Source: an optimization exercise on an open RTL-to-GDS flow (aim: small area and a short achievable clock period). Production flows keep margins and buffers that such runs may drop.
Function was checked by simulation only, so behaviour that the tests miss may differ from the original.
Power is estimated from default activity; no workload was simulated.

Setup of run 1:
Design riscv32_core, start of the top module:
module riscv32_core (
    input  wire clk,
    input  wire reset,
    input  wire [31:0] instr_in,
    output wire [31:0] pc_dbg,
    output wire [31:0] instr_dbg,
    output wire [31:0] x1_dbg,
    output wire [31:0] x2_dbg,
    output wire [31:0] x3_dbg,
    output wire [31:0] x4_dbg
);
    reg [31:2] pc;
    always @(posedge clk or posedge reset) begin
        if (reset)
            pc <= 30'd0;
        else
            pc <= pc + 30'd1;
    end
    assign pc_dbg = {pc, 2'b00};
    wire [31:0] instr = instr_in;
    assign instr_dbg = instr;
    wire [6:0] opcode = instr[6:0];
    wire [4:0] rd     = instr[11:7];
    wire [4:0] rs1    = instr[19:15];
    wire [4:0] rs2    = instr[24:20];
    wire [6:0] funct7 = instr[31:25];
    wire is_opimm = (opcode == 7'b0010011);
    wire is_op    = (opcode == 7'b0110011);
    wire sub      = is_op & (funct7 == 7'b0100000);
    wire wen      = (is_opimm | is_op) & (rd != 5'd0);
    reg        p_v;         
    reg [4:0]  p_rd;
    reg [31:0] p_s0;        
    reg [7:0]  p_bg;        
    reg [7:0]  p_bp;        
    reg        p_inv;       
    function [7:0] blkcarry(input [7:0] g, input [7:0] p);
        reg [7:0] gg, pp, gn, pn;
        integer lvl, i, j;
        begin
            gg = g;
            pp = p;
            for (lvl = 0; lvl < 3; lvl = lvl + 1) begin
                gn = gg;
                pn = pp;
                for (i = 0; i < 8; i = i + 1) begin
                    if (i & (1 << lvl)) begin
                        j = ((i >> lvl) << lvl) - 1;
                        gn[i] = gg[i] | (pp[i] & gg[j]);
                        pn[i] = pp[i] & pp[j];
                    end
                end
                gg = gn;
                pp = pn;
            end
            blkcarry = {gg[6:0], 1'b0};
        end
    endfunction
    wire [7:0]  p_bc = blkcarry(p_bg, p_bp);
  ...
==> flow/config.mk <==
export PLATFORM = sky130hd
export DESIGN_NAME = riscv32_core
export DESIGN_NICKNAME = riscv32_core
export VERILOG_FILES = /design/flow/design.v
export SDC_FILE = /design/flow/constraint.sdc
export NUM_CORES = 4
export LEC_CHECK = 0
export CAP_MARGIN = 20
export CORE_MARGIN = 2
export CORE_UTILIZATION = 40
export PLACE_DENSITY = 0.55
export SLEW_MARGIN = 20
==> flow/constraint.sdc <==
create_clock -name core_clock -period 12.0 [get_ports {clk}]
set_input_delay 2.4000 -clock core_clock [delete_from_list [all_inputs] [get_ports {clk}]]
set_output_delay 2.4000 -clock core_clock [all_outputs]
set_load 0.01 [all_outputs]
standard.sh (not shown) runs the stock make flow with config.mk's settings and CLKGATE_MAP_FILE= SYNTH_SCRIPT=/design/flow/synth_recipe.tcl, a recipe that flattens the netlist after the stock synthesis.
==> flow/flow/run.sh <==
#!/bin/bash
# Layout flow: the standard ORFS flow (standard.sh), unchanged, with three
# optimisation settings passed through the environment:
#  - port buffers use sky130_fd_sc_hd__buf_2 instead of the default delay
#    buffer (every input and output port still gets its own buffer);
#  - timing repair aims for extra setup slack, so that the design is sized
#    for a shorter achieved period (the SDC and clock period are unchanged);
#  - clock tree synthesis uses ORFS's default arguments but inserts no dummy
#    loads.
# make's full output goes to standard.log; ORFS's per-step logs stay under
# orfs/logs/.
set -euo pipefail
export BUFFER_PORTS_ARGS="-buffer_cell sky130_fd_sc_hd__buf_2"
export SETUP_SLACK_MARGIN=6.5
export CTS_ARGS="-sink_clustering_enable -repair_clock_nets -dont_use_dummy_load"
bash standard.sh > standard.log 2>&1
Run 1 finished end to end and its layout was clean on timing, DRC and antenna.
Edits applied to the flow inputs when going from run 1 to run 2:
- PLACE_DENSITY: 0.55 -> 0.65
--- a/flow/flow/run.sh
+++ b/flow/flow/run.sh
@@ -8,2 +8,3 @@
-#  - clock tree synthesis uses ORFS's default arguments but inserts no dummy
-#    loads.
+#  - clock tree synthesis uses ORFS's default arguments plus larger sink
+#    clusters and no dummy loads, for fewer clock buffers (the clock still
+#    reaches every register through the buffered tree).
@@ -14,2 +15,2 @@
-export SETUP_SLACK_MARGIN=6.5
-export CTS_ARGS="-sink_clustering_enable -repair_clock_nets -dont_use_dummy_load"
+export SETUP_SLACK_MARGIN=6.8
+export CTS_ARGS="-sink_clustering_enable -repair_clock_nets -dont_use_dummy_load -sink_clustering_size 24 -sink_clustering_max_diameter 80"
--- outcome ---
- Run 2 went all the way through the flow, and no timing, DRC or antenna check failed.
- From run 2 to run 1, arithmetic-cell share of the synthesized area counting full adders, half adders and majority gates did not move at all.
- Run 1 leaves less setup margin than run 2.
- The final hold slack number comes out lower for run 1 vs run 2.
- The standard cells in run 2 occupy less silicon area than those in run 1 do.
- The combinational power of run 2 is higher than that of run 1.
[inputs] run 3 vs run 2
- changing PLACE_DENSITY from 0.65 to 0.55
--- a/flow/flow/run.sh
+++ b/flow/flow/run.sh
@@ -15 +15 @@
-export SETUP_SLACK_MARGIN=6.8
+export SETUP_SLACK_MARGIN=7.0
[summary]
| diode insertion count for antenna repair | lower: run 3 |
Between run 2 and run 3, the required time at the endpoint of the critical path does not differ in any meaningful way.
Run 2 ended up with p_s0[27] as its destination of the critical timing path; run 3 ended up with p_s0[31].
Between run 3 and run 2, the relative contribution of combinational cells to total power is lower for run 2.
Run 3 packs its core tighter than run 2.
Higher quantity of gates resized following cts was reported by run 3, not run 2.
On hold slack, run 2 beats run 3.
Per the comparison of run 3 with run 2, total via count in the routed design now sits at about the same level; worst slack at placement now sits higher.
Input-level comparison between run 4 and run 3:
--- a/flow/flow/run.sh
+++ b/flow/flow/run.sh
@@ -8,3 +8,2 @@
-#  - clock tree synthesis uses ORFS's default arguments plus larger sink
-#    clusters and no dummy loads, for fewer clock buffers (the clock still
-#    reaches every register through the buffered tree).
+#  - clock tree synthesis uses ORFS's default arguments but inserts no dummy
+#    loads.
@@ -15,2 +14,2 @@
-export SETUP_SLACK_MARGIN=7.0
-export CTS_ARGS="-sink_clustering_enable -repair_clock_nets -dont_use_dummy_load -sink_clustering_size 24 -sink_clustering_max_diameter 80"
+export SETUP_SLACK_MARGIN=6.8
+export CTS_ARGS="-sink_clustering_enable -repair_clock_nets -dont_use_dummy_load"
Notes after the runs:
- Run 4 was carried through to the last stage, and its layout satisfied the timing, design-rule and antenna checks.
- Compared run 4 vs run 3, and core utilization is down in run 4.
- Run 3 and run 4 ended up with nearly the same power drawn by the sequential cells.
- Total power: run 4 > run 3
- Post-route clock period utilization in run 4 vs run 3: up 1.0 points
- Hold slack: run 4 lower than run 3
- Looking at largest vdd supply drop, run 4 sits 2.9% higher than run 3 does.
- There was hardly any difference in placed instance area between run 3 and run 4.

==> re-timing with driven ports <==
In the flow no input, the clock included, has a driving cell. The finished layouts below were timed again as built, in two steps. Step 1, drivers: a clkbuf_16 drives clk and a buf_2 each remaining input, both assumed. Step 2 adds t to the input delays and takes it off the output delays; t is the mean of the earliest and latest rising clock arrival at the registers after step 1. Input paths then give back, and output paths get back, about the clock's delay inside the block. Slacks: ideal / step 1 / step 2; pairs: ideal / step 1.
run | t, ns | setup slack, ns | clock arrival spread, ns | worst data-port slew with drivers (ns)
run 1 | 0.778 | 6.508 / 6.462 / 5.785 | 0.052 / 0.051 | 0.08
run 2 | 0.745 | 6.679 / 6.630 / 5.984 | 0.086 / 0.086 | 0.08
run 3 | 0.762 | 6.882 / 6.760 / 5.998 | 0.077 / 0.077 | 0.19
run 4 | 0.774 | 6.759 / 6.720 / 6.034 | 0.045 / 0.045 | 0.07
After both steps every run listed still meets setup and hold. The setup slack of run 3, which loses most, moves by -0.122 ns with the drivers and by -0.884 ns with both steps.
